Context: an optimization exercise on an open-source flow, tuned for small area, a short achievable clock period and few clock cycles. The choices shown serve that exercise and are no tape-out recipe.
Where RTL was checked, it was by simulation tests only, not by an equivalence proof against the original.
Function not checked in runs 1, 3 and 4: the RTL went through the layout flow alone.
No activity file was given, so power comes from the tool's default toggle rates.

$ cat flow/flow/margin.txt
7.5
$ cat flow/design.v
`timescale 1ns/1ps
module aoi222(a0, s0, a1, s1, a2, s2, y);
	input a0, s0, a1, s1, a2, s2;
	output y;
	assign y = ~((a0 & s0) | (a1 & s1) | (a2 & s2));
endmodule
module nand2c(a, b, y);
	input a, b;
	output y;
	assign y = ~(a & b);
endmodule
module and11(y, zn);
	input [10:0] y;
	output zn;
	assign zn = ~(~(y[0] & y[1] & y[2] & y[3]) | ~(y[4] & y[5] & y[6] & y[7]) | ~(y[8] & y[9] & y[10]));
endmodule
module rdport(q, sel, dn);
	input [31*32-1:0] q;     
	input [31:1] sel;        
	output [31:0] dn;        
	genvar b, g;
	generate
	for (b = 0; b < 32; b = b + 1)
	begin : bt
		wire [10:0] y;
		for (g = 0; g < 10; g = g + 1)
		begin : grp
			aoi222 u(.a0(q[32*(3*g) + b]),   .s0(sel[3*g+1]),
			         .a1(q[32*(3*g+1) + b]), .s1(sel[3*g+2]),
			         .a2(q[32*(3*g+2) + b]), .s2(sel[3*g+3]), .y(y[g]));
		end
		nand2c u31(.a(q[32*30 + b]), .b(sel[31]), .y(y[10]));
		and11 o(.y(y), .zn(dn[b]));
	end
	endgenerate
endmodule
module RegFile(clk, clr, we, wa, wd, ra1, ra2, rd1n, rd2n);
	input clk, clr, we;
	input [4:0] wa, ra1, ra2;
	input [31:0] wd;
	output [31:0] rd1n, rd2n;    
	wire [31*32-1:0] q;
	wire [31:1] s1, s2;
	genvar i;
	generate
	for (i = 1; i < 32; i = i + 1)
	begin : gpr
		reg [31:0] r;
		always @(posedge clk)
			if (clr | (we & (wa == i)))
				r <= wd;
		assign q[32*(i-1) +: 32] = r;
		assign s1[i] = (ra1 == i);
		assign s2[i] = (ra2 == i);
	end
	endgenerate
	rdport p1(.q(q), .sel(s1), .dn(rd1n));
	rdport p2(.q(q), .sel(s2), .dn(rd2n));
endmodule
`timescale 1ns/1ps
module addc32(a, b, ci, s);
	input  [31:0] a, b;
	input         ci;
	output [31:0] s;
	wire   [32:0] t = {a, 1'b1} + {b, ci};
	assign s = t[32:1];
endmodule
module add32(a, b, s);
	input  [31:0] a, b;
	output [31:0] s;
	assign s = a + b;
endmodule
module inc32(a, s);
	input  [31:0] a;
	output [31:0] s;
	assign s = a + 32'd1;
endmodule
module add10(a, b, s);
	input  [9:0] a, b;
	output [9:0] s;
	assign s = a + b;
endmodule
module inc10(a, s);
	input  [9:0] a;
	output [9:0] s;
	assign s = a + 10'd1;
endmodule
module eq32(a, b, eq);
	input  [31:0] a, b;
	output        eq;
	assign eq = (a == b);
endmodule
module resmux(lg, slt, lres, sum, res);
	input         lg, slt;
	input  [31:0] lres, sum;
	output [31:0] res;
	assign res[0]    = lg ? lres[0] : (slt ? sum[31] : sum[0]);
	assign res[31:1] = lg ? lres[31:1] : (sum[31:1] & {31{~slt}});
endmodule
`timescale 1ns/1ps
module RISC(clk, rst, imem_addr, imem_rdata, dmem_addr, dmem_wdata, dmem_we, dmem_rdata);
	input clk, rst;
	output [31:0] imem_addr;
	input  [31:0] imem_rdata;
	output [31:0] dmem_addr;
	output [31:0] dmem_wdata;
	output        dmem_we;
	input  [31:0] dmem_rdata;
	localparam [6:0] OP_LOAD = 7'b0000011, OP_STORE = 7'b0100011, OP_R = 7'b0110011,
	                 OP_I = 7'b0010011, OP_B = 7'b1100011, OP_J = 7'b1101111;
	reg  [9:0]  fpc;           
	reg         e_valid;       
	reg  [31:0] e_pcn;         
	reg  [9:0]  e_btgt;        
	reg  [31:0] e_a;           
	reg  [31:0] e_b;           
	reg         e_binv;        
	reg  [31:0] e_s;           
	reg  [20:0] e_off;         
	reg  [4:0]  e_rd;
	reg         e_load, e_store, e_br, e_jal, e_wr, e_pt;
	reg         e_sub, e_slt, e_xor, e_or, e_and, e_logic;
	reg         e_fa, e_fb, e_fs;  
	reg  [31:0] m_res;         
	reg  [31:0] m_sd;          
	reg  [4:0]  m_rd;
	reg         m_we, m_wr, m_load;
	wire [31:0] ins = imem_rdata;
	wire [6:0]  f_op  = ins[6:0];
	wire [4:0]  f_rd  = ins[11:7];
	wire [2:0]  f_f3  = ins[14:12];
	wire [4:0]  f_rs1 = ins[19:15];
	wire [4:0]  f_rs2 = ins[24:20];
	wire f_load  = (f_op == OP_LOAD);
	wire f_store = (f_op == OP_STORE);
	wire f_r     = (f_op == OP_R);
	wire f_i     = (f_op == OP_I);
	wire f_br    = (f_op == OP_B);
	wire f_jal   = (f_op == OP_J);
	wire f_use1  = f_load | f_store | f_r | f_i | f_br;
	wire f_use2  = f_store | f_r | f_br;
	wire f_imm   = f_i | f_load | f_store;
	wire f_wr    = (f_load | f_r | f_i | f_jal) & (f_rd != 5'd0);
	wire f_pt    = f_jal | (f_br & (f_rs1 == f_rs2));    
	wire f_alu   = f_r | f_i;
	wire f_slt   = f_alu & (f_f3 == 3'b010);
	wire f_sub   = (f_r & (f_f3 == 3'b000) & ins[30]) | f_slt;
	wire        e_w = e_valid & e_wr;                    
	wire stall = e_valid & e_load & e_wr &
	             ((f_use1 & (f_rs1 == e_rd)) | (f_use2 & (f_rs2 == e_rd)));
	wire        e_mis;
	wire [9:0] fpc_seq, fpc_jal, fpc_br;
	inc10 u_fseq(.a(fpc), .s(fpc_seq));
	add10 u_fjal(.a(fpc), .b({ins[29:21], 1'b0}), .s(fpc_jal));
	add10 u_fbr (.a(fpc), .b({ins[29:25], ins[11:8], 1'b1}), .s(fpc_br));
	always @(posedge clk or posedge rst)
		if (rst)
			fpc <= 10'd0;
		else if (e_mis)
			fpc <= e_btgt;
		else if (!stall)
			fpc <= f_jal ? fpc_jal : (f_pt ? fpc_br : fpc_seq);
	assign imem_addr = {22'd0, fpc};
	wire [31:0] m_wd = m_load ? dmem_rdata : m_res;
	wire [31:0] rf1n, rf2n;    
	reg rf_clr;
	always @(posedge clk or posedge rst)
		if (rst)
			rf_clr <= 1'b1;
		else
			rf_clr <= 1'b0;
	RegFile regFile(.clk(clk), .clr(rf_clr), .we(m_wr), .wa(m_rd), .wd(m_wd),
	                .ra1(f_rs1), .ra2(f_rs2), .rd1n(rf1n), .rd2n(rf2n));
	wire [31:0] f_a = (m_wr & (m_rd == f_rs1)) ? m_wd : ~rf1n;
	wire [31:0] f_b = (m_wr & (m_rd == f_rs2)) ? m_wd : ~rf2n;
	wire [31:0] f_immI = {{20{ins[31]}}, ins[31:20]};
	wire [31:0] f_immS = {{20{ins[31]}}, ins[31:25], ins[11:7]};
	wire [31:0] f_imm32 = f_store ? f_immS : f_immI;
	always @(posedge clk or posedge rst)
		if (rst)
			e_valid <= 1'b0;
		else
			e_valid <= ~e_mis & ~stall;
	always @(posedge clk)
	begin
		e_a     <= f_a;
		e_b     <= f_imm ? (f_imm32 ^ {32{f_sub}}) : f_b;
		e_binv  <= f_sub & ~f_imm;
		e_s     <= f_b;
		e_off   <= f_jal ? {ins[31], ins[19:12], ins[20], ins[30:21], 1'b0}
		                 : {{9{ins[31]}}, ins[7], ins[30:25], ins[11:8], 1'b1};
		e_rd    <= f_rd;
		e_btgt  <= fpc_br;
		e_load  <= f_load;
		e_store <= f_store;
		e_br    <= f_br;
		e_jal   <= f_jal;
		e_wr    <= f_wr;
		e_pt    <= f_pt;
		e_sub   <= f_sub;
		e_slt   <= f_slt;
		e_xor   <= f_alu & (f_f3 == 3'b100);
		e_or    <= f_alu & (f_f3 == 3'b110);
		e_and   <= f_alu & (f_f3 == 3'b111);
		e_logic <= f_jal | (f_alu & f_f3[2] & (f_f3 != 3'b101));
		e_fa    <= e_w & (e_rd == f_rs1);
		e_fb    <= e_w & (e_rd == f_rs2) & ~f_imm;
		e_fs    <= e_w & (e_rd == f_rs2);
	end
	wire [31:0] A  = e_fa ? m_res : e_a;
	wire [31:0] B  = e_fb ? (m_res ^ {32{e_sub}}) : (e_b ^ {32{e_binv}});    
	wire [31:0] R2 = e_fs ? m_res : e_s;                     
	wire [31:0] sum;
	wire        eq;
	addc32 u_alu(.a(A), .b(B), .ci(e_sub), .s(sum));
	eq32  u_eq(.a(A), .b(R2), .eq(eq));
	wire        taken  = e_jal | (e_br & eq);
	wire [31:0] pcn_off, pcn_inc;
	add32 u_pcoff(.a(e_pcn), .b({{11{e_off[20]}}, e_off}), .s(pcn_off));
	inc32 u_pcinc(.a(e_pcn), .s(pcn_inc));
	wire [31:0] pcn_next = taken ? pcn_off : pcn_inc;
	assign      e_mis  = e_valid & e_br & ~e_pt & eq;
	wire [31:0] lres = e_jal ? e_pcn :
	                   e_xor ? (A ^ B) :
	                   e_or  ? (A | B) : (A & B);
	wire [31:0] res;
	resmux u_res(.lg(e_logic), .slt(e_slt), .lres(lres), .sum(sum), .res(res));
	always @(posedge clk or posedge rst)
		if (rst)
			e_pcn <= 32'd1;
		else if (e_valid)
			e_pcn <= pcn_next;
	always @(posedge clk or posedge rst)
		if (rst)
		begin
			m_res  <= 32'd0;       
			m_we   <= 1'b0;
			m_wr   <= 1'b0;
			m_load <= 1'b0;
		end
		else
		begin
			m_res  <= res;
			m_we   <= e_valid & e_store;
			m_wr   <= e_w;
			m_load <= e_load;
		end
	always @(posedge clk)
	begin
		m_sd <= R2;
		m_rd <= e_rd;
	end
	assign dmem_addr  = m_res;
	assign dmem_wdata = m_sd;
	assign dmem_we    = m_we;
endmodule
$ cat flow/standard.sh
#!/bin/bash
# synth_recipe.tcl (not shown) runs the flow's synth.tcl, then flattens the netlist and writes it again
# the make line also repeats each setting of config.mk as NAME=value (left out here)
make -C /OpenROAD-flow-scripts/flow DESIGN_CONFIG=/design/flow/config.mk WORK_HOME=/design/flow/orfs CLKGATE_MAP_FILE= SYNTH_SCRIPT=/design/flow/synth_recipe.tcl "${@:-finish}"
$ cat flow/constraint.sdc
create_clock -name core_clock -period 11.0 [get_ports {clk}]
set_input_delay 2.2000 -clock core_clock [delete_from_list [all_inputs] [get_ports {clk}]]
set_output_delay 2.2000 -clock core_clock [all_outputs]
set_load 0.01 [all_outputs]
$ cat flow/config.mk
export PLATFORM = sky130hd
export DESIGN_NAME = RISC
export DESIGN_NICKNAME = RISC
export VERILOG_FILES = /design/flow/design.v
export SDC_FILE = /design/flow/constraint.sdc
export NUM_CORES = 8
export LEC_CHECK = 0
export CAP_MARGIN = 20
export CORE_MARGIN = 2
export CORE_UTILIZATION = 40
export CTS_CLUSTER_DIAMETER = 80
export CTS_CLUSTER_SIZE = 25
export SETUP_SLACK_MARGIN = 1.0
export SLEW_MARGIN = 20
export SYNTH_HIERARCHICAL = 1
$ cat flow/flow/run.sh
#!/bin/bash
# Layout flow: the standard synthesis, then the standard ORFS steps with
# timing repair aimed below the clock period (SETUP_SLACK_MARGIN, in ns) and
# plain buffers on the ports, and the standard.sh to write out/final.def.
# Each tool's output goes to a log file here; ORFS's per-step logs are under
# orfs/logs.
set -euo pipefail
MARGIN=$(cat flow/margin.txt)
bash standard.sh synth > synth_standard.log 2>&1
make -C "$FLOW_HOME" DESIGN_CONFIG="$FLOW_CONFIG" WORK_HOME="$PWD/orfs" \
  CLKGATE_MAP_FILE= SYNTH_SCRIPT="$PWD/synth_recipe.tcl" \
  SETUP_SLACK_MARGIN="$MARGIN" \
  BUFFER_PORTS_ARGS="-buffer_cell sky130_fd_sc_hd__buf_2" \
  finish > make_finish.log 2>&1
bash standard.sh finish > write_def.log 2>&1
==> flow_metrics.tcl, run 1 <==
set metrics [dict create \
    dp_hpwl_um 129400 \
    yosysSeqAreaShare_pct 61.62 \
    start_util_pct 40.19 \
    cpLargestDelayFamily "simple AND/OR/NAND/NOR gates" \
    setup_viol 0 \
    critical_path.max_stage_delay_ns 0.40 \
    cts_max_level 3 \
    power_density_nw_per_um2 224.9 \
    grt_max_degree 69 \
    portBuffers 140 \
    crit_slowest_cell "nand3_1" \
    crit_path_frequent_cell "buf_4" \
    syn_inst 4177 \
    syn_avg_cell_area_um2 13.77 \
    ys_seq_elements 1255 \
    reg2reg_to "m_res[0]" \
    cp.arrival_ns 4.45 \
    cts_sinks 1255 \
    max_slew_margin_pct 26.27 \
    drc 0 \
    hold_path.class "flip-flop to flip-flop" \
    detail_route.wl_per_cell_um 34.52 \
    fmax_mhz 256.5 \
    irDropWorstVdd_uv 145.4 \
    required_ns 11.55 \
    fin_crit_sh_pct 35.44 \
    r2r_cells 15 \
    worst_pin_slew_ns 1.105 \
    die_x_um 383.2 \
    wl_um 227200 \
    area_delta_synth_final_pct 19.92 \
    numCtsBuffers 67 \
    cts_tree "built" \
    worstSetupPathDepth 11 \
    viasPerCell 6.840 \
    cap_violations 0 \
    grt_first_pass_wirelength_um 306300 \
    first_pass_iters 15 \
    crit_type "primary input to flip-flop" \
    clk_path_buf_depth 3 \
    grt_use_total_pct 28.77 \
    num_rows 139 \
    fin_util_pct 48.20 \
    synth_ff_type "edfxtp_1" \
    start_kind "primary input" \
    crit_start "imem_rdata[22]" \
    setup-tns-final_ns 0 \
    min_period_ns 3.898 \
    rsz0062_at_grt "yes" \
    fillers 12290 \
    status "finished clean" \
    synth_cell_types 104 \
    rrSetupSlack_ns 7.51 \
    fp.dieArea_um2 146900 \
    slew_viol_final 0 \
    finClkSkew_ns 0.04631 \
    root_buffer "clkbuf_16" \
    critPathCaptureType "flip-flop" \
    synth-edff-count 992 \
    overflow 0 \
    syn_area_um2 57530 \
    endpoint "e_b[6]" \
    power_mw 15.52 \
    clock_latency_ns 0.70 \
    die_h_um 383.2 \
    grt_pass1_vias 41550 \
    drive_above_1_share_pct 22.13 \
    worst-path-buf-inv 3 \
    postCtsHoldBufs 0 \
    hold_viol_final 0 \
    vias 45020 \
    synthArstFlopShare_pct 6.295 \
    postRouteAntennaNets 0 \
    path_max_fanout 11 \
    power_leakage_nw 25.08 \
    design_area_um2 68990 \
    antenna_found_initial 2 \
    clk_pin_slew_ns 0.10 \
    coreArea_um2 143100 \
    gp_congestion 0.9270 \
    crit_path_cell_trace "buf_12 > nand2b_4 > buf_4 > nor3_4 > buf_4 > a222oi_1 > nand3_1 > nor3_2 > mux2i_1 > nand2_1 > o21ai_1" \
    yosys_warnings 8 \
    nNetsFinal 4857 \
    drt_iter0_drc 10860 \
    r2r-start "e_fa" \
    post_dp_cell_area_um2 61660 \
    ios 163 \
]
-- cells in the mapped netlist (68+ instances only) --
cell | n | share of area, %
a21oi_1 | 131 | 1.1
a222oi_1 | 640 | 11
clkbuf_1 | 68 | 0.44
dfrtp_1 | 77 | 3.3
dfxtp_1 | 184 | 6.4
edfxtp_1 | 992 | 52
ha_1 | 146 | 3.2
inv_1 | 161 | 1.1
mux2i_1 | 189 | 3.3
nand2_1 | 239 | 1.6
nand3_1 | 111 | 0.97
nand4_1 | 156 | 1.7
nor2_1 | 172 | 1.1
o21ai_0 | 80 | 0.70
xnor2_1 | 129 | 2.0
xor2_1 | 118 | 1.8
-- cells by family (layout without fill, tap and decap cells) --
family | count (synthesis) | after routing | synth area share [%]
fa+ha+maj | 150 | 150 | 3.314
xor+xnor | 248 | 248 | 3.789
buf+inv | 306 | 781 | 2.286
other cells | 2 | 27 | 0.01305
mux | 231 | 231 | 4.110
simple gates | 883 | 884 | 8.258
compound gates | 1102 | 1102 | 16.61
flops | 1255 | 1255 | 61.62
-- how the worst min path moves through the flow --
stage / from / to / slack, ns / depth (start not counted)
finish: e_load / m_load / 0.35 / 0
global route: e_load / m_load / 0.37 / 0
floorplan: e_load / m_load / 0.33 / 0
CTS: e_load / m_load / 0.35 / 0
detailed placement: e_load / m_load / 0.33 / 0
global placement: e_load / m_load / 0.33 / 0
-- per-module statistics from Yosys, one instance, submodules excluded, excerpt --
module | flops+latches | area (um^2)
inc32 | 0 | 610.6
eq32 | 0 | 346.6
RISC | 263 | 12820
add32 | 0 | 1713
add10 | 0 | 404.1
addc32 | 0 | 1683
aoi222 | 0 | 10.01
RegFile | 992 | 30620
nand2c | 0 | 3.754
inc10 | 0 | 163.9
resmux | 0 | 364.1
-- power by group --
| group | internal, mW | switching, mW |
|---|---|---|
| Clock | 1.29 | 1.62 |
| Sequential | 7.16 | 0.894 |
| Combinational | 1.67 | 2.88 |
-- state kept, by name (all words and copies together), names as in the netlist, 5 cells and up --
register / flops
fpc: 10
e_a: 32
regFile.gpr.r: 992
m_res: 32
e_pcn: 32
m_rd: 5
m_sd: 32
e_btgt: 10
e_rd: 5
e_b: 32
e_off: 21
e_s: 32
-- layer usage --
layer  GRT usage (%)  vias to the layer above  share of wire (%)
met1           37.33                    22170                 36
met5               0                        -                  0
met3           6.844                      698                 13
li1                -                    18490                  -
met2           45.72                     3656                 46
met4           12.88                        0                5.7
-- per-stage QoR --
| step | cells | worst slack [ns] | hold WS (ns) |
|---|---|---|---|
| 3_3_place_gp | 6210 | 5.728 | 0.3335 |
| 5_1_grt | 6580 | 7.107 | 0.3704 |
| 3_5_place_dp | 6210 | 5.699 | 0.3331 |
| 6_report | 6581 | 7.102 | 0.3479 |
| 2_1_floorplan | 4200 | 6.971 | 0.3324 |
| 4_1_cts | 6467 | 7.304 | 0.3470 |
-- area by class of cell --
cell class	instances	area [um^2]	share of cell area, %
flip-flops and latches	1255	35520	51.49
multi-input cells	2640	22540	32.67
repair buffers	511	5724	8.297
well taps	1903	2381	3.451
clock buffers	82	1818	2.635
inverters	163	643.1	0.9322
clock inverters	22	335.3	0.4860
repair inverters	3	20.02	0.02902
diodes	2	5.005	0.007254
-- cell usage in the layout, fill, tap and decap left out, drive strengths merged, types with 13 or more instances in the layout --
master	instances
nand2	241
nor2	174
a21o	51
nand3	112
a21oi	139
dfrtp	77
nor4	13
nand2b	13
a222oi	640
and3	18
xnor2	130
mux2	42
edfxtp	992
o21bai	24
buf	486
a22o	30
mux2i	189
inv	166
xor2	118
a211oi	46
ha	146
conb	25
nand4	157
clkbuf	101
dfxtp	184
nor3	96
o21ai	95
-- timing repair --
item | in CTS | in global routing
resized for setup | 325 | 173
gates cloned | 31 | 20
pin swaps | 191 | 135
setup endpoints to repair | 229 | 208
buffers inserted | 122 | 90
==> run 2, diff against run 1 <==
--- a/flow/design.v
+++ b/flow/design.v
@@ -4,20 +4,22 @@
 	output y;
 	assign y = ~((a0 & s0) | (a1 & s1) | (a2 & s2));
 endmodule
-module nand2c(a, b, y);
-	input a, b;
+module aoi22(a0, s0, a1, s1, y);
+	input a0, s0, a1, s1;
 	output y;
-	assign y = ~(a & b);
+	assign y = ~((a0 & s0) | (a1 & s1));
 endmodule
 module and11(y, zn);
 	input [10:0] y;
 	output zn;
 	assign zn = ~(~(y[0] & y[1] & y[2] & y[3]) | ~(y[4] & y[5] & y[6] & y[7]) | ~(y[8] & y[9] & y[10]));
 endmodule
-module rdport(q, sel, dn);
+module rdport1(q, sel, xd, xs, dn);
 	input [31*32-1:0] q;     
 	input [31:1] sel;        
-	output [31:0] dn;        
+	input [31:0] xd;
+	input xs;
+	output [31:0] dn;
 	genvar b, g;
 	generate
 	for (b = 0; b < 32; b = b + 1)
@@ -29,7 +31,7 @@
 			         .a1(q[32*(3*g+1) + b]), .s1(sel[3*g+2]),
 			         .a2(q[32*(3*g+2) + b]), .s2(sel[3*g+3]), .y(y[g]));
 		end
-		nand2c u31(.a(q[32*30 + b]), .b(sel[31]), .y(y[10]));
+		aoi22 u31(.a0(q[32*30 + b]), .s0(sel[31]), .a1(xd[b]), .s1(xs), .y(y[10]));
 		and11 o(.y(y), .zn(dn[b]));
 	end
 	endgenerate
@@ -40,22 +42,25 @@
 	input [31:0] wd;
 	output [31:0] rd1n, rd2n;    
 	wire [31*32-1:0] q;
-	wire [31:1] s1, s2;
+	wire [31:1] s1, s2, wen;
 	genvar i;
 	generate
 	for (i = 1; i < 32; i = i + 1)
 	begin : gpr
 		reg [31:0] r;
+		assign wen[i] = we & (wa == i);
 		always @(posedge clk)
-			if (clr | (we & (wa == i)))
+			if (clr | wen[i])
 				r <= wd;
 		assign q[32*(i-1) +: 32] = r;
-		assign s1[i] = (ra1 == i);
-		assign s2[i] = (ra2 == i);
+		assign s1[i] = (ra1 == i) & ~wen[i];
+		assign s2[i] = (ra2 == i) & ~wen[i];
 	end
 	endgenerate
-	rdport p1(.q(q), .sel(s1), .dn(rd1n));
-	rdport p2(.q(q), .sel(s2), .dn(rd2n));
+	wire byp1 = we & (ra1 == wa);
+	wire byp2 = we & (ra2 == wa);
+	rdport1 p1(.q(q), .sel(s1), .xd(wd), .xs(byp1), .dn(rd1n));
+	rdport1 p2(.q(q), .sel(s2), .xd(wd), .xs(byp2), .dn(rd2n));
 endmodule
 `timescale 1ns/1ps
 module addc32(a, b, ci, s);
@@ -115,8 +120,8 @@
 	reg  [31:0] e_a;           
 	reg  [31:0] e_b;           
 	reg         e_binv;        
-	reg  [31:0] e_s;           
 	reg  [20:0] e_off;         
+	reg         e_imm;         
 	reg  [4:0]  e_rd;
 	reg         e_load, e_store, e_br, e_jal, e_wr, e_pt;
 	reg         e_sub, e_slt, e_xor, e_or, e_and, e_logic;
@@ -171,11 +176,6 @@
 			rf_clr <= 1'b0;
 	RegFile regFile(.clk(clk), .clr(rf_clr), .we(m_wr), .wa(m_rd), .wd(m_wd),
 	                .ra1(f_rs1), .ra2(f_rs2), .rd1n(rf1n), .rd2n(rf2n));
-	wire [31:0] f_a = (m_wr & (m_rd == f_rs1)) ? m_wd : ~rf1n;
-	wire [31:0] f_b = (m_wr & (m_rd == f_rs2)) ? m_wd : ~rf2n;
-	wire [31:0] f_immI = {{20{ins[31]}}, ins[31:20]};
-	wire [31:0] f_immS = {{20{ins[31]}}, ins[31:25], ins[11:7]};
-	wire [31:0] f_imm32 = f_store ? f_immS : f_immI;
 	always @(posedge clk or posedge rst)
 		if (rst)
 			e_valid <= 1'b0;
@@ -183,12 +183,14 @@
 			e_valid <= ~e_mis & ~stall;
 	always @(posedge clk)
 	begin
-		e_a     <= f_a;
-		e_b     <= f_imm ? (f_imm32 ^ {32{f_sub}}) : f_b;
+		e_a     <= ~rf1n;
+		e_b     <= ~rf2n;
 		e_binv  <= f_sub & ~f_imm;
-		e_s     <= f_b;
-		e_off   <= f_jal ? {ins[31], ins[19:12], ins[20], ins[30:21], 1'b0}
-		                 : {{9{ins[31]}}, ins[7], ins[30:25], ins[11:8], 1'b1};
+		e_off   <= f_jal   ? {ins[31], ins[19:12], ins[20], ins[30:21], 1'b0} :
+		           f_store ? {{9{ins[31]}}, ins[31:25], ins[11:7]} :
+		           f_imm   ? {{9{ins[31]}}, ins[31:20]} ^ {21{f_sub}}
+		                   : {{9{ins[31]}}, ins[7], ins[30:25], ins[11:8], 1'b1};
+		e_imm   <= f_imm;
 		e_rd    <= f_rd;
 		e_btgt  <= fpc_br;
 		e_load  <= f_load;
@@ -208,8 +210,9 @@
 		e_fs    <= e_w & (e_rd == f_rs2);
 	end
 	wire [31:0] A  = e_fa ? m_res : e_a;
-	wire [31:0] B  = e_fb ? (m_res ^ {32{e_sub}}) : (e_b ^ {32{e_binv}});    
-	wire [31:0] R2 = e_fs ? m_res : e_s;                     
+	wire [31:0] B  = e_imm   ? {{11{e_off[20]}}, e_off} :
+	                 e_fb    ? (m_res ^ {32{e_sub}}) : (e_b ^ {32{e_binv}});
+	wire [31:0] R2 = e_fs ? m_res : e_b;                     
 	wire [31:0] sum;
 	wire        eq;
 	addc32 u_alu(.a(A), .b(B), .ci(e_sub), .s(sum));
==> run 2 against run 1 <==
- still clean on timing, DRC and antenna
- synthesized cell count fell by 1.1%
- clock power fell by 2%
- synthesized area fell by 0.75%
- largest cell class unchanged
- highest routed layer is now met5
==> flow_metrics.tcl, run 2 <==
set metrics [dict create \
    rrSetupSlack_ns 7.47 \
    num_rows 138 \
    syn_avg_cell_area_um2 13.82 \
    power_density_nw_per_um2 225.2 \
    worst_slack_ns 7.178 \
    cts_tree "built" \
    cts_max_level 3 \
    synth_cell_types 107 \
    yosysSeqAreaShare_pct 61.00 \
    hold_viol_final 0 \
    min_period_ns 3.822 \
    multi_input_area_um2 22770 \
    seq_power_share_pct 51.6 \
    yosys-top-cells-area "edfxtp_1 (52%), a222oi_1 (11%), dfxtp_1 (5.4%)" \
    start_kind "primary input" \
    clk_path_buf_depth 3 \
    r2r-start "e_binv" \
    die_x_um 381.8 \
    required_ns 11.56 \
    postRouteAntennaNets 0 \
    synth_area_leader_cell "edfxtp_1" \
    overflow 0 \
    coreArea_um2 141600 \
    clk_pin_slew_ns 0.10 \
    setup-tns-final_ns 0 \
    nNetsFinal 4852 \
    synthArstFlopShare_pct 6.454 \
    post-place-ws_ns 5.977 \
    rsz0062_at_grt "yes" \
    crit_type "primary input to flip-flop" \
    drt_iter0_drc 10540 \
    pwr-share-clk_pct 18.4 \
    irDropWorstVdd_uv 173.7 \
    max_slew_margin_pct 23.75 \
    gp_congestion 0.9276 \
    syn_inst 4131 \
    path_max_fanout 6 \
    die_h_um 381.8 \
    cp.arrival_ns 4.38 \
    viasPerCell 6.951 \
    reg2reg_to "m_res[0]" \
    drive_above_1_share_pct 25.70 \
    regArea_um2 34910 \
    area_delta_synth_final_pct 20.73 \
    grt_first_pass_wirelength_um 317400 \
    synth-edff-count 992 \
    numCtsBuffers 66 \
    detail_route.wl_per_cell_um 36.06 \
    combPwrFrac_pct 29.9 \
    dp_hpwl_um 128300 \
    layout_commonest_cell "edfxtp_1" \
    fmax_mhz 261.6 \
    synth_ff_type "edfxtp_1" \
    vias 45730 \
    ys_seq_elements 1224 \
    fillers 12120 \
    wl_um 237300 \
    syn_area_um2 57100 \
    drc 0 \
    first_pass_iters 14 \
    fin_util_pct 48.69 \
    slew_viol_final 0 \
    power_switching_share_pct 35.55 \
    synth_top_area_share_pct 52.17 \
    power_leakage_nw 25.26 \
    start_util_pct 40.33 \
    p_int_mw 10.00 \
    antenna_found_initial 5 \
    yosys_warnings 8 \
    whs_ns 0.3590 \
    fp.dieArea_um2 145800 \
    place_inst 6159 \
    synth.most_common_cell "edfxtp_1" \
    cap_violations 0 \
    setup_viol 0 \
    r2r_cells 17 \
    cts_sinks 1224 \
    regMostFlops "regFile.gpr.r" \
    worst_pin_slew_ns 1.144 \
    fin_crit_sh_pct 34.75 \
    ios 163 \
    crit_start "imem_rdata[16]" \
    switchingPower_mw 5.518 \
    hold_path.class "flip-flop to flip-flop" \
    ys_top_cells_by_count "edfxtp_1 (992), a222oi_1 (640), inv_1 (197)" \
    grt_use_total_pct 30.26 \
    grt_max_degree 66 \
    instances_no_fill 6579 \
    grt_pass1_vias 42760 \
    critPathCaptureType "flip-flop" \
    layout_common_cells "edfxtp_1 (992), a222oi_1 (640), buf_4 (253)" \
    clock_latency_ns 0.68 \
    status "finished clean" \
    largest_register_ffs 992 \
    finClkSkew_ns 0.03512 \
    endpoint "e_a[25]" \
    portBuffers 140 \
    root_buffer "clkbuf_16" \
]
==> run 2: changes by cell type in the layout (fill, tap and decap cells not counted), sizes merged, moves of 31 or more <==
cell | before | now
dfxtp | 184 | 153
inv | 166 | 208
buf | 486 | 530
or2 | 5 | 40
nor3 | 96 | 134
a22oi | 7 | 64
mux2i | 189 | 92
nand2 | 241 | 106
==> run 2: power by group through the flow <==
| stage | sequential, mW | clock (mW) | combinational [mW] |
|---|---|---|---|
| 2_1_floorplan | 7.72 | 0 | 2.52 |
| 3_3_place_gp | 8.08 | 0 | 3.76 |
| 3_5_place_dp | 8.12 | 0 | 3.81 |
| 4_1_cts | 7.94 | 2.88 | 4.31 |
| 5_1_grt | 8.12 | 3.03 | 4.93 |
| 6_report | 8.01 | 2.86 | 4.65 |
==> run 2: modules after synthesis (local to each module, per instance), a selection <==
module	flops+latches	copies in the design	cells inside
addc32	0	1	223
RISC	232	1	1223
aoi22	0	64	1
add32	0	1	236
and11	0	64	4
inc32	0	1	86
inc10	0	1	24
RegFile	992	1	1192
aoi222	0	640	1
eq32	0	1	43
add10	0	2	49
resmux	0	1	46
==> run 2: worst min-delay path by stage <==
stage | slack, ns | start | endpoint | cells past startpoint
floorplan | 0.33 | e_load | m_load | 0
global placement | 0.33 | e_load | m_load | 0
detailed placement | 0.33 | e_load | m_load | 0
CTS | 0.36 | e_load | m_load | 0
global route | 0.37 | e_load | m_load | 0
finish | 0.36 | e_load | m_load | 0
==> run 2: final cells by class <==
type / count / share of cell area (%)
antenna: 1 / 0.003630
clock buffer: 96 / 2.681
tap: 1890 / 3.431
timing repair buffer: 555 / 8.700
multi-input combinational: 2591 / 33.03
sequential: 1224 / 50.64
clock inverter: 24 / 0.4084
inverter: 198 / 1.107
==> run 2: per-layer routing <==
layer,track usage [%],part of all wire [%]
met1,37.91,35
met2,47.19,45
met3,8.089,14
met4,17.34,7.0
met5,0.3307,0.012
==> run 2: through the flow <==
step	cell area [um^2]	power [mW]
4_1_cts	66950	15.12
5_1_grt	68930	16.08
6_report	68930	15.52
2_1_floorplan	58320	10.24
3_3_place_gp	61550	11.84
3_5_place_dp	61550	11.93
==> run 2: worst max-delay path, cell delays in order <==
cell,delay (ns)
buf_16,0.11
nand2b_4,0.15
or2_4,0.16
buf_6,0.12
nor3_4,0.04
buf_12,0.15
buf_12,0.15
a222oi_1,0.34
nand4_1,0.49
nor3_4,0.38
inv_1,0.06
==> run 2: timing repair <==
action,CTS,global route
buffers inserted,151,108
setup endpoints to repair,195,94
pin swaps,69,196
gates resized for setup,322,164
hold endpoints to repair,0,0
cloned,23,16
hold buffers,0,0
==> run 2: logic make-up (layout without fill, tap and decap cells) <==
group,Yosys count,count (layout),share of synthesized area (%)
flops,1224,1224,61.00
buf+inv,339,873,2.522
other cells,2,26,0.01315
fa+ha+maj,150,150,3.340
compound gates,1157,1157,18.01
simple gates,853,853,8.373
mux,157,157,2.917
xor+xnor,249,249,3.819
Testbench counts of run 2, summed over its fixed seeds: cycles 102,949.
==> run 3, diff against run 2 <==
--- a/flow/design.v
+++ b/flow/design.v
@@ -14,24 +14,64 @@
 	output zn;
 	assign zn = ~(~(y[0] & y[1] & y[2] & y[3]) | ~(y[4] & y[5] & y[6] & y[7]) | ~(y[8] & y[9] & y[10]));
 endmodule
-module rdport1(q, sel, xd, xs, dn);
-	input [31*32-1:0] q;     
-	input [31:1] sel;        
-	input [31:0] xd;
-	input xs;
-	output [31:0] dn;
+module dec2(a, y);
+	input  [1:0] a;
+	output [3:0] y;
+	assign y[0] = ~a[1] & ~a[0];
+	assign y[1] = ~a[1] &  a[0];
+	assign y[2] =  a[1] & ~a[0];
+	assign y[3] =  a[1] &  a[0];
+endmodule
+module dec3(a, y);
+	input  [2:0] a;
+	output [7:0] y;
+	genvar k;
+	generate
+	for (k = 0; k < 8; k = k + 1)
+	begin : d
+		assign y[k] = (a == k);
+	end
+	endgenerate
+endmodule
+module selx(lo, hi, x, sel);
+	input  [3:0] lo;
+	input  [7:0] hi;
+	input  [31:1] x;
+	output [31:1] sel;
+	genvar k;
+	generate
+	for (k = 1; k < 32; k = k + 1)
+	begin : s
+		assign sel[k] = lo[k % 4] & hi[k / 4] & ~x[k];
+	end
+	endgenerate
+endmodule
+module rdgrp(q, ra, wen, we, wa, wd, dn);
+	input [31*8-1:0] q;      
+	input [4:0] ra, wa;
+	input [31:1] wen;        
+	input we;
+	input [7:0] wd;
+	output [7:0] dn;
+	wire [3:0] lo;
+	wire [7:0] hi;
+	wire [31:1] sel;
+	dec2 dl(.a(ra[1:0]), .y(lo));
+	dec3 dh(.a(ra[4:2]), .y(hi));
+	selx dx(.lo(lo), .hi(hi), .x(wen), .sel(sel));
+	wire xs = we & (ra == wa);
 	genvar b, g;
 	generate
-	for (b = 0; b < 32; b = b + 1)
+	for (b = 0; b < 8; b = b + 1)
 	begin : bt
 		wire [10:0] y;
 		for (g = 0; g < 10; g = g + 1)
 		begin : grp
-			aoi222 u(.a0(q[32*(3*g) + b]),   .s0(sel[3*g+1]),
-			         .a1(q[32*(3*g+1) + b]), .s1(sel[3*g+2]),
-			         .a2(q[32*(3*g+2) + b]), .s2(sel[3*g+3]), .y(y[g]));
+			aoi222 u(.a0(q[8*(3*g) + b]),   .s0(sel[3*g+1]),
+			         .a1(q[8*(3*g+1) + b]), .s1(sel[3*g+2]),
+			         .a2(q[8*(3*g+2) + b]), .s2(sel[3*g+3]), .y(y[g]));
 		end
-		aoi22 u31(.a0(q[32*30 + b]), .s0(sel[31]), .a1(xd[b]), .s1(xs), .y(y[10]));
+		aoi22 u31(.a0(q[8*30 + b]), .s0(sel[31]), .a1(wd[b]), .s1(xs), .y(y[10]));
 		and11 o(.y(y), .zn(dn[b]));
 	end
 	endgenerate
@@ -42,7 +82,7 @@
 	input [31:0] wd;
 	output [31:0] rd1n, rd2n;    
 	wire [31*32-1:0] q;
-	wire [31:1] s1, s2, wen;
+	wire [31:1] wen;
 	genvar i;
 	generate
 	for (i = 1; i < 32; i = i + 1)
@@ -53,14 +93,21 @@
 			if (clr | wen[i])
 				r <= wd;
 		assign q[32*(i-1) +: 32] = r;
-		assign s1[i] = (ra1 == i) & ~wen[i];
-		assign s2[i] = (ra2 == i) & ~wen[i];
-	end
-	endgenerate
-	wire byp1 = we & (ra1 == wa);
-	wire byp2 = we & (ra2 == wa);
-	rdport1 p1(.q(q), .sel(s1), .xd(wd), .xs(byp1), .dn(rd1n));
-	rdport1 p2(.q(q), .sel(s2), .xd(wd), .xs(byp2), .dn(rd2n));
+	end
+	endgenerate
+	genvar g2, k2;
+	generate
+	for (g2 = 0; g2 < 4; g2 = g2 + 1)
+	begin : rg
+		wire [31*8-1:0] qg;
+		for (k2 = 1; k2 < 32; k2 = k2 + 1)
+		begin : rk
+			assign qg[8*(k2-1) +: 8] = q[32*(k2-1) + 8*g2 +: 8];
+		end
+		rdgrp p1(.q(qg), .ra(ra1), .wen(wen), .we(we), .wa(wa), .wd(wd[8*g2 +: 8]), .dn(rd1n[8*g2 +: 8]));
+		rdgrp p2(.q(qg), .ra(ra2), .wen(wen), .we(we), .wa(wa), .wd(wd[8*g2 +: 8]), .dn(rd2n[8*g2 +: 8]));
+	end
+	endgenerate
 endmodule
 `timescale 1ns/1ps
 module addc32(a, b, ci, s);
@@ -101,6 +148,12 @@
 	output [31:0] res;
 	assign res[0]    = lg ? lres[0] : (slt ? sum[31] : sum[0]);
 	assign res[31:1] = lg ? lres[31:1] : (sum[31:1] & {31{~slt}});
+endmodule
+module sel5x10(s0, d0, s1, d1, s2, d2, s3, d3, s4, d4, y);
+	input        s0, s1, s2, s3, s4;
+	input  [9:0] d0, d1, d2, d3, d4;
+	output [9:0] y;
+	assign y = (d0 & {10{s0}}) | (d1 & {10{s1}}) | (d2 & {10{s2}}) | (d3 & {10{s3}}) | (d4 & {10{s4}});
 endmodule
 `timescale 1ns/1ps
 module RISC(clk, rst, imem_addr, imem_rdata, dmem_addr, dmem_wdata, dmem_we, dmem_rdata);
@@ -146,26 +199,38 @@
 	wire f_use2  = f_store | f_r | f_br;
 	wire f_imm   = f_i | f_load | f_store;
 	wire f_wr    = (f_load | f_r | f_i | f_jal) & (f_rd != 5'd0);
-	wire f_pt    = f_jal | (f_br & (f_rs1 == f_rs2));    
+	wire f_same  = (f_rs1 == f_rs2);
+	wire f_pt    = f_jal | (f_br & f_same);              
 	wire f_alu   = f_r | f_i;
 	wire f_slt   = f_alu & (f_f3 == 3'b010);
 	wire f_sub   = (f_r & (f_f3 == 3'b000) & ins[30]) | f_slt;
 	wire        e_w = e_valid & e_wr;                    
 	wire stall = e_valid & e_load & e_wr &
-	             ((f_use1 & (f_rs1 == e_rd)) | (f_use2 & (f_rs2 == e_rd)));
+	             ((f_rs1 == e_rd) | (f_rs2 == e_rd));
 	wire        e_mis;
 	wire [9:0] fpc_seq, fpc_jal, fpc_br;
 	inc10 u_fseq(.a(fpc), .s(fpc_seq));
 	add10 u_fjal(.a(fpc), .b({ins[29:21], 1'b0}), .s(fpc_jal));
 	add10 u_fbr (.a(fpc), .b({ins[29:25], ins[11:8], 1'b1}), .s(fpc_br));
+	wire       s_mis  = e_mis;
+	wire       s_hold = ~e_mis & stall;
+	wire       s_go   = ~e_mis & ~stall;
+	wire [9:0] fpc_next;
+	sel5x10 u_fnext(.s0(s_mis), .d0(e_btgt), .s1(s_hold), .d1(fpc),
+	                .s2(s_go & f_jal), .d2(fpc_jal), .s3(s_go & f_br & f_same), .d3(fpc_br),
+	                .s4(s_go & ~f_pt), .d4(fpc_seq), .y(fpc_next));
 	always @(posedge clk or posedge rst)
 		if (rst)
 			fpc <= 10'd0;
-		else if (e_mis)
-			fpc <= e_btgt;
-		else if (!stall)
-			fpc <= f_jal ? fpc_jal : (f_pt ? fpc_br : fpc_seq);
-	assign imem_addr = {22'd0, fpc};
+		else
+			fpc <= fpc_next;
+	reg  [9:0]  fpc_o;
+	always @(posedge clk)
+		if (rst)
+			fpc_o <= 10'd0;
+		else
+			fpc_o <= fpc_next;
+	assign imem_addr = {22'd0, fpc_o};
 	wire [31:0] m_wd = m_load ? dmem_rdata : m_res;
 	wire [31:0] rf1n, rf2n;    
 	reg rf_clr;
@@ -248,12 +313,14 @@
 			m_wr   <= e_w;
 			m_load <= e_load;
 		end
+	reg  [31:0] m_addr;
 	always @(posedge clk)
 	begin
-		m_sd <= R2;
-		m_rd <= e_rd;
-	end
-	assign dmem_addr  = m_res;
+		m_sd   <= R2;
+		m_rd   <= e_rd;
+		m_addr <= res;
+	end
+	assign dmem_addr  = m_addr;
 	assign dmem_wdata = m_sd;
 	assign dmem_we    = m_we;
 endmodule
==> run 3 against run 2 <==
- still clean
- final area rose by 4.8%
- fmax up 1.4%
- wire length grew 7.7%
- clock skew increased by 0.042 ns
- worst setup slack improved by 0.053 ns
- flip-flop and latch count up 42
- non-clock buffer count shrank 89
- utilization shrank 0.64 points
- final cell count grew 7.2%
- sequential power increased by 4.5%
- critical endpoint is now e_a[4]
- largest cell class unchanged
- largest power group unchanged
==> flow_metrics.tcl, run 3 <==
set metrics [dict create \
    crit_slowest_cell "a222oi_1" \
    grt_max_degree 68 \
    finClkSkew_ns 0.07740 \
    synthArstFlopShare_pct 6.240 \
    ios 163 \
    irDropWorstVdd_uv 141.3 \
    grt_first_pass_wirelength_um 345400 \
    start_kind "primary input" \
    r2r-start "m_wr" \
    clk_path_buf_depth 3 \
    worst_pin_slew_ns 1.019 \
    syn_inst 4478 \
    wl_um 255400 \
    ys_top_cells_by_count "edfxtp_1 (992), a222oi_1 (650), and3b_1 (248)" \
    coreArea_um2 150300 \
    die_x_um 393.5 \
    regMostFlops "regFile.gpr.r" \
    nNetsFinal 5122 \
    crit_path_cell_trace "buf_16 > buf_16 > and2_4 > and3b_2 > a222oi_1 > nand4_1 > nor3_2 > inv_1" \
    critical_path.max_stage_delay_ns 0.80 \
    hold_path_depth 0 \
    yosys_warnings 8 \
    fp.dieArea_um2 154800 \
    crit_path_frequent_cell "buf_16" \
    synth_ff_type "edfxtp_1" \
    grt_use_total_pct 31.18 \
    power_mw 16.49 \
    synth_cell_types 108 \
    crit_type "primary input to flip-flop" \
    vias 49610 \
    hold_path_end "m_load" \
    min_from "e_load" \
    cpLargestDelayFamily "simple AND/OR/NAND/NOR gates" \
    critPathCaptureType "flip-flop" \
    fillers 12990 \
    required_ns 11.64 \
    cts_tree "built" \
    drc 0 \
    power_leakage_nw 27.10 \
    drive_above_1_share_pct 25.26 \
    cp.arrival_ns 4.40 \
    rrSetupSlack_ns 7.31 \
    slew_viol_final 0 \
    yosys-top-cells-area "edfxtp_1 (49%), a222oi_1 (11%), dfxtp_1 (6.4%)" \
    cts_sinks 1266 \
    ys_seq_elements 1266 \
    synth_top_area_share_pct 49.09 \
    syn_avg_cell_area_um2 13.55 \
    worst_slack_ns 7.231 \
    synth-edff-count 992 \
    min_period_ns 3.769 \
    clk_pin_slew_ns 0.10 \
    post-place-ws_ns 5.864 \
    fin_crit_sh_pct 34.27 \
    layout_commonest_cell "edfxtp_1" \
    setup_viol 0 \
    worst-path-buf-inv 3 \
    start_util_pct 40.37 \
    grt_pass1_vias 44510 \
    synth_area_leader_cell "edfxtp_1" \
    postRouteAntennaNets 0 \
    detail_route.wl_per_cell_um 36.22 \
    status "finished clean" \
    yosysSeqAreaShare_pct 58.79 \
    clock_latency_ns 0.76 \
    synth.most_common_cell "edfxtp_1" \
    syn_area_um2 60680 \
    reg2reg_to "e_a[8]" \
    cts_max_level 3 \
    antenna_found_initial 43 \
    hold_path.class "flip-flop to flip-flop" \
    overflow 0 \
    portBuffers 140 \
    cap_violations 0 \
    numCtsBuffers 75 \
    setup-tns-final_ns 0 \
    first_pass_iters 20 \
    hold_viol_final 0 \
    drt_iter0_drc 12000 \
    area_delta_synth_final_pct 19.01 \
    root_buffer "clkbuf_16" \
    die_h_um 393.5 \
    r2r_cells 8 \
    num_rows 142 \
    max_slew_margin_pct 31.90 \
    fmax_mhz 265.3 \
    rsz0062_at_grt "yes" \
    dp_hpwl_um 160900 \
    path_max_fanout 7 \
    viasPerCell 7.035 \
    power_density_nw_per_um2 228.4 \
    largest_register_ffs 992 \
    gp_congestion 1.012 \
    layout_common_cells "edfxtp_1 (992), a222oi_1 (650), buf_4 (222)" \
]
-- run 3: changes by cell type after synthesis, moves of 23 or more --
cell,delta
and3b_1,+248
and3b_2,+24
dfxtp_1,+42
nor3_1,-42
nor3b_1,+23
o21bai_1,+28
or2_2,-35
-- run 3: per-layer routing --
metal	share of wire [%]	up-vias	global-route usage, %
li1	-	19840	-
met1	36	24470	40.31
met2	42	4337	45.06
met3	15	955	11.20
met4	7.1	4	17.78
met5	0.025	-	0.2463
-- run 3: what timing repair did --
action	CTS	global route
hold buffers	0	0
buffers inserted	120	99
pin swaps	155	265
setup endpoints to repair	174	132
cloned	32	7
resized for setup	422	185
-- run 3: per-stage QoR --
| step | cells | hold slack [ns] | util, % | cell area [um^2] |
|---|---|---|---|---|
| floorplan | 4501 | 0.3495 | - | 60800 |
| global placement | 6587 | 0.3733 | 42.74 | 64240 |
| detailed placement | 6587 | 0.3672 | 42.74 | 64240 |
| CTS | 6878 | 0.3627 | 46.74 | 70250 |
| global route | 6995 | 0.3702 | 47.95 | 72070 |
| finish | 7052 | 0.3612 | 48.04 | 72210 |
-- run 3: area by class of cell --
class                      instances  area [um^2]  share of cell area [%]
clock buffer                      95         1992                   2.758
inverter                         201        762.0                   1.055
clock inverter                    44        535.5                  0.7416
tap                             2016         2522                   3.493
antenna                           68        170.2                  0.2356
multi-input combinational       2896        25690                   35.57
sequential                      1266        35720                   49.47
timing repair buffer             466         4818                   6.673
-- run 3: logic make-up after synthesis --
| group | Yosys count | share of synthesized area, % |
|---|---|---|
| other | 2 | 0.01238 |
| DFF | 1266 | 58.79 |
| AOI/OAI and AO/OA | 1202 | 17.40 |
| and+or+nand+nor | 1096 | 11.72 |
| adders and majority gates | 150 | 3.143 |
| xor gates and xnor gates | 275 | 3.970 |
| buffers and inverters | 340 | 2.409 |
| muxes | 147 | 2.557 |
-- run 3: Yosys stat by module, one instance, submodules excluded, a selection --
module | flip-flops and latches | area, um^2
inc10 | 0 | 163.9
dec2 | 0 | 26.28
addc32 | 0 | 1683
selx | 0 | 271.5
resmux | 0 | 364.1
RegFile | 992 | 30340
aoi222 | 0 | 10.01
sel5x10 | 0 | 246.5
RISC | 274 | 12120
-- run 3: power breakdown --
| group | leakage, nW | switching (mW) | internal, mW |
|---|---|---|---|
| Clock | 1.23 | 1.78 | 1.40 |
| Sequential | 12.4 | 1.14 | 7.23 |
| Combinational | 13.5 | 3.23 | 1.70 |
| Total | 27.1 | 6.15 | 10.3 |
-- run 3: worst max-delay path by stage --
stage | to | slack (ns) | depth (start not counted) | from
final | e_a[4] | 7.23 | 8 | imem_rdata[15]
after global routing | fpc_o[1] | 7.28 | 17 | e_fa
after CTS | fpc_o[4] | 7.39 | 17 | e_fa
after detailed placement | e_b[17] | 5.86 | 7 | imem_rdata[21]
after global placement | e_b[30] | 5.99 | 7 | imem_rdata[21]
after floorplan | fpc_o[0] | 7.03 | 11 | imem_rdata[20]
-- run 3: worst reg2reg max path, delay by kind of cell, from the launching register on --
| family | cells | cell delay [ns] |
|---|---|---|
| AND/OR/NAND/NOR | 5 | 2.32 |
| flip-flops | 1 | 0.72 |
| AO/OA/AOI/OAI | 1 | 0.34 |
| buffers and inverters | 2 | 0.25 |
==> run 4, diff against run 3 <==
--- a/flow/design.v
+++ b/flow/design.v
@@ -155,6 +155,21 @@
 	output [9:0] y;
 	assign y = (d0 & {10{s0}}) | (d1 & {10{s1}}) | (d2 & {10{s2}}) | (d3 & {10{s3}}) | (d4 & {10{s4}});
 endmodule
+module fctl(op, rs1, rs2, e_rd, e_ld, e_mis, stall, s_mis, s_hold, s_jal, s_br, s_seq, go);
+	input  [6:0] op;
+	input  [4:0] rs1, rs2, e_rd;
+	input        e_ld, e_mis;
+	output       stall, s_mis, s_hold, s_jal, s_br, s_seq, go;
+	wire jal  = (op == 7'b1101111);
+	wire br   = (op == 7'b1100011) & (rs1 == rs2);
+	assign stall  = e_ld & ((rs1 == e_rd) | (rs2 == e_rd));
+	assign go     = ~e_mis & ~stall;
+	assign s_mis  = e_mis;
+	assign s_hold = ~e_mis & stall;
+	assign s_jal  = go & jal;
+	assign s_br   = go & br;
+	assign s_seq  = go & ~jal & ~br;
+endmodule
 `timescale 1ns/1ps
 module RISC(clk, rst, imem_addr, imem_rdata, dmem_addr, dmem_wdata, dmem_we, dmem_rdata);
 	input clk, rst;
@@ -205,32 +220,26 @@
 	wire f_slt   = f_alu & (f_f3 == 3'b010);
 	wire f_sub   = (f_r & (f_f3 == 3'b000) & ins[30]) | f_slt;
 	wire        e_w = e_valid & e_wr;                    
-	wire stall = e_valid & e_load & e_wr &
-	             ((f_rs1 == e_rd) | (f_rs2 == e_rd));
+	wire stall, s_mis, s_hold, s_jal, s_br, s_seq, s_go;
 	wire        e_mis;
 	wire [9:0] fpc_seq, fpc_jal, fpc_br;
 	inc10 u_fseq(.a(fpc), .s(fpc_seq));
 	add10 u_fjal(.a(fpc), .b({ins[29:21], 1'b0}), .s(fpc_jal));
-	add10 u_fbr (.a(fpc), .b({ins[29:25], ins[11:8], 1'b1}), .s(fpc_br));
-	wire       s_mis  = e_mis;
-	wire       s_hold = ~e_mis & stall;
-	wire       s_go   = ~e_mis & ~stall;
+	add10 u_fbr (.a(fpc_seq), .b({ins[29:25], ins[11:8], 1'b0}), .s(fpc_br));
+	fctl u_fctl(.op(f_op), .rs1(f_rs1), .rs2(f_rs2), .e_rd(e_rd),
+	            .e_ld(e_valid & e_load & e_wr), .e_mis(e_mis),
+	            .stall(stall), .s_mis(s_mis), .s_hold(s_hold), .s_jal(s_jal),
+	            .s_br(s_br), .s_seq(s_seq), .go(s_go));
 	wire [9:0] fpc_next;
 	sel5x10 u_fnext(.s0(s_mis), .d0(e_btgt), .s1(s_hold), .d1(fpc),
-	                .s2(s_go & f_jal), .d2(fpc_jal), .s3(s_go & f_br & f_same), .d3(fpc_br),
-	                .s4(s_go & ~f_pt), .d4(fpc_seq), .y(fpc_next));
+	                .s2(s_jal), .d2(fpc_jal), .s3(s_br), .d3(fpc_br),
+	                .s4(s_seq), .d4(fpc_seq), .y(fpc_next));
 	always @(posedge clk or posedge rst)
 		if (rst)
 			fpc <= 10'd0;
 		else
 			fpc <= fpc_next;
-	reg  [9:0]  fpc_o;
-	always @(posedge clk)
-		if (rst)
-			fpc_o <= 10'd0;
-		else
-			fpc_o <= fpc_next;
-	assign imem_addr = {22'd0, fpc_o};
+	assign imem_addr = {22'd0, fpc};
 	wire [31:0] m_wd = m_load ? dmem_rdata : m_res;
 	wire [31:0] rf1n, rf2n;    
 	reg rf_clr;
@@ -245,7 +254,7 @@
 		if (rst)
 			e_valid <= 1'b0;
 		else
-			e_valid <= ~e_mis & ~stall;
+			e_valid <= s_go;
 	always @(posedge clk)
 	begin
 		e_a     <= ~rf1n;
==> run 4 against run 3 <==
- still clean
- first-iteration DRC count fell by 15%
- register-to-register slack got worse by 0.08 ns
- flip-flop and latch count fell by 10
- global-route usage fell by 0.28 points
- synthesized area rose by 0.13%
==> flow_metrics.tcl, run 4 <==
set metrics [dict create \
    min_period_ns 3.773 \
    antenna_found_initial 25 \
    syn_avg_cell_area_um2 13.58 \
    path_max_fanout 16 \
    wl_um 251500 \
    ios 163 \
    synth-edff-count 992 \
    hold_viol_final 0 \
    power_mw 16.46 \
    irDropWorstVdd_uv 140.8 \
    design_area_um2 71490 \
    cap_violations 0 \
    synth_ff_type "edfxtp_1" \
    post_dp_cell_area_um2 64540 \
    cts_tree "built" \
    power_leakage_nw 26.60 \
    rsz0062_at_grt "yes" \
    cts_sinks 1256 \
    cts_max_level 3 \
    grt_pass1_vias 45160 \
    coreArea_um2 151400 \
    required_ns 11.63 \
    yosys_warnings 8 \
    largest_register_ffs 992 \
    worst-path-buf-inv 2 \
    crit_slowest_cell "dfrtp_2" \
    first_pass_iters 17 \
    fmax_mhz 265.0 \
    layout_commonest_cell "edfxtp_1" \
    postRouteAntennaNets 0 \
    cp.arrival_ns 4.40 \
    power_density_nw_per_um2 230.2 \
    clock_latency_ns 0.74 \
    yosysSeqAreaShare_pct 58.39 \
    portBuffers 140 \
    slew_viol_final 0 \
    cpLargestDelayFamily "simple AND/OR/NAND/NOR gates" \
    crit_path_cell_trace "nand4bb_2 > nor2_2 > buf_4 > and3b_2 > a222oi_1 > nand4_1 > nor3_2 > inv_1" \
    viasPerCell 6.990 \
    num_rows 143 \
    grt_use_total_pct 30.90 \
    synth_area_leader_cell "edfxtp_1" \
    nNetsFinal 5075 \
    synthArstFlopShare_pct 6.290 \
    clk_path_buf_depth 3 \
    setup_viol 0 \
    die_x_um 393.7 \
    hold_path.class "flip-flop to flip-flop" \
    grt_first_pass_wirelength_um 345200 \
    fin_crit_sh_pct 34.30 \
    crit_type "flip-flop to flip-flop" \
    critPathCaptureType "flip-flop" \
    gp_congestion 1.063 \
    yosys-top-cells-area "edfxtp_1 (49%), a222oi_1 (11%), dfxtp_1 (6.1%)" \
    fp.dieArea_um2 155000 \
    numCtsBuffers 78 \
    dp_hpwl_um 165500 \
    vias 48700 \
    status "finished clean" \
    root_buffer "clkbuf_16" \
    overflow 0 \
    synth.most_common_cell "edfxtp_1" \
    finClkSkew_ns 0.03777 \
    synth_top_area_share_pct 49.03 \
    grt_max_degree 69 \
    drive_above_1_share_pct 24.38 \
    drt_iter0_drc 10220 \
    ys_seq_elements 1256 \
    start_util_pct 40.14 \
    start_kind "flip-flop" \
    critical_path.max_stage_delay_ns 0.71 \
    worst_pin_slew_ns 1.143 \
    ys_top_cells_by_count "edfxtp_1 (992), a222oi_1 (651), and3b_1 (248)" \
    setup-tns-final_ns 0 \
    area_delta_synth_final_pct 17.68 \
    rrSetupSlack_ns 7.23 \
    drc 0 \
    clk_pin_slew_ns 0.10 \
    syn_inst 4474 \
    layout_common_cells "edfxtp_1 (992), a222oi_1 (651), buf_4 (193)" \
    syn_area_um2 60750 \
    detail_route.wl_per_cell_um 36.09 \
    die_h_um 393.7 \
    synth_cell_types 112 \
    max_slew_margin_pct 23.80 \
    regMostFlops "regFile.gpr.r" \
]
[run 4: cell types whose count changed after synthesis, moves of 11 or more]
cell	change
mux2i_1	-16
nor2b_1	-11
nand2b_1	+34
a21oi_1	+13
o21a_1	+32
xnor2_1	+11
nor2_1	-15
inv_1	-49
[run 4: path summary, 6_finish.rpt]
check | end | from | cells past startpoint
worst min register to register | m_load | e_load | 0
min in group asynchronous | m_we | rst | 3
worst min-delay path | m_load | e_load | 0
worst max-delay path | e_b[2] | m_wr | 8
max in group asynchronous | m_res[2] | rst | 3
worst max register to register | e_b[2] | m_wr | 8
[run 4: kinds of logic (layout without fill, tap and decap cells)]
kind of cell | count (synthesis) | in the layout | synth area share (%)
other | 1 | 40 | 0.006173
buffers and inverters | 297 | 720 | 2.134
and+or+nand+nor | 1108 | 1109 | 11.98
adders and majority gates | 150 | 150 | 3.139
xor gates and xnor gates | 286 | 286 | 4.123
AOI/OAI and AO/OA | 1245 | 1245 | 17.94
muxes | 131 | 131 | 2.290
DFF | 1256 | 1256 | 58.39
[run 4: worst reg2reg max path, stage by stage, from the launching register on]
cell and delay (ns):
dfrtp_2 0.71, nand4bb_2 0.55, nor2_2 0.64, buf_4 0.30, and3b_2 0.30, a222oi_1 0.48, nand4_1 0.41, nor3_2 0.25
inv_1 0.05
[run 4: what timing repair did]
item	4_1_cts	5_1_grt
pin swaps	181	240
hold buffers	0	0
buffers inserted	109	52
endpoints found under the setup margin	173	107
cloned	25	6
resized for setup	395	165
[run 4: routing by layer]
| metal | GRT usage, % | routed length, um | vias up |
|---|---|---|---|
| met5 | 0.4002 | 237 | - |
| met4 | 15.44 | 15000 | 25 |
| met3 | 9.735 | 34600 | 719 |
| met2 | 45.92 | 107300 | 3845 |
| met1 | 40.63 | 94300 | 24320 |
| li1 | - | - | 19790 |
[run 4: layout make-up]
type                       instances  area (um^2)
tap                             2030         2540
timing repair buffer             425         4345
fill                           13330        79870
antenna                           15        37.54
inverter                         152        576.8
clock buffer                      99         2095
clock inverter                    44        623.1
multi-input combinational       2946        25760
sequential                      1256        35520
[run 4: per-module statistics from Yosys, one instance, submodules excluded, a selection]
| module | flops+latches | times used | area (um^2) | cells |
|---|---|---|---|---|
| sel5x10 | 0 | 1 | 246.5 | 35 |
| resmux | 0 | 1 | 364.1 | 46 |
| add10 | 0 | 2 | 385.4 | 51 |
| aoi22 | 0 | 64 | 12.51 | 1 |
| RegFile | 992 | 1 | 30340 | 1084 |
| dec2 | 0 | 8 | 26.28 | 4 |
| dec3 | 0 | 8 | 65.06 | 8 |
| and11 | 0 | 64 | 27.53 | 4 |
| aoi222 | 0 | 640 | 10.01 | 1 |
| addc32 | 0 | 1 | 1683 | 223 |
| RISC | 264 | 1 | 11930 | 1199 |
| selx | 0 | 8 | 271.5 | 31 |
[run 4: report_power, final]
part | internal (mW) | switching (mW) | total (mW) | leakage, nW
sequential | 7.19 | 1.19 | 8.38 | 12.3
clock | 1.51 | 1.86 | 3.37 | 1.31
combinational | 1.66 | 3.05 | 4.71 | 13.0
[run 4: metrics by stage]
step / hold WS [ns] / std cells / utilization (%) / worst slack (ns)
finish: 0.4356 / 6967 / 47.23 / 7.227
CTS: 0.4159 / 6894 / 46.46 / 7.401
floorplan: 0.3280 / 4498 / - / 7.441
detailed placement: 0.3774 / 6617 / 42.64 / 5.852
global route: 0.4375 / 6953 / 47.21 / 7.309
global placement: 0.3989 / 6617 / 42.62 / 5.729

afterwards: timing with drivers on the ports:
How much do the figures lean on ideal ports? The routed layouts below were timed once more, with nothing changed but the port constraints. Step 1 sets driving cells, clkbuf_16 on the clock port and buf_2 on the other inputs (assumed; they add their load-dependent delay and slew). Step 2 moves the port delays by t, midway between the first and last clock arrival at a register: inputs arrive t later, outputs are due t later. That takes back most of the time a late clock gives input paths. Three values: ideal ports, drivers, drivers and shift; two values: the first two.
run	t (ns)	setup WS [ns]	worst hold slack (ns)	worst setup path at the end
run 1	0.750	7.102 / 7.033 / 6.283	0.348 / 0.348 / 0.348	input to register
run 2	0.746	7.178 / 7.070 / 6.324	0.359 / 0.359 / 0.359	input to register
run 3	0.812	7.231 / 7.204 / 6.391	0.361 / 0.361 / 0.361	input to register
run 4	0.793	7.227 / 7.101 / 6.307	0.436 / 0.436 / 0.436	input to register
After both steps every run listed still meets setup and hold. The setup slack of run 4, which loses most, moves by -0.126 ns with the drivers and by -0.920 ns with both steps.
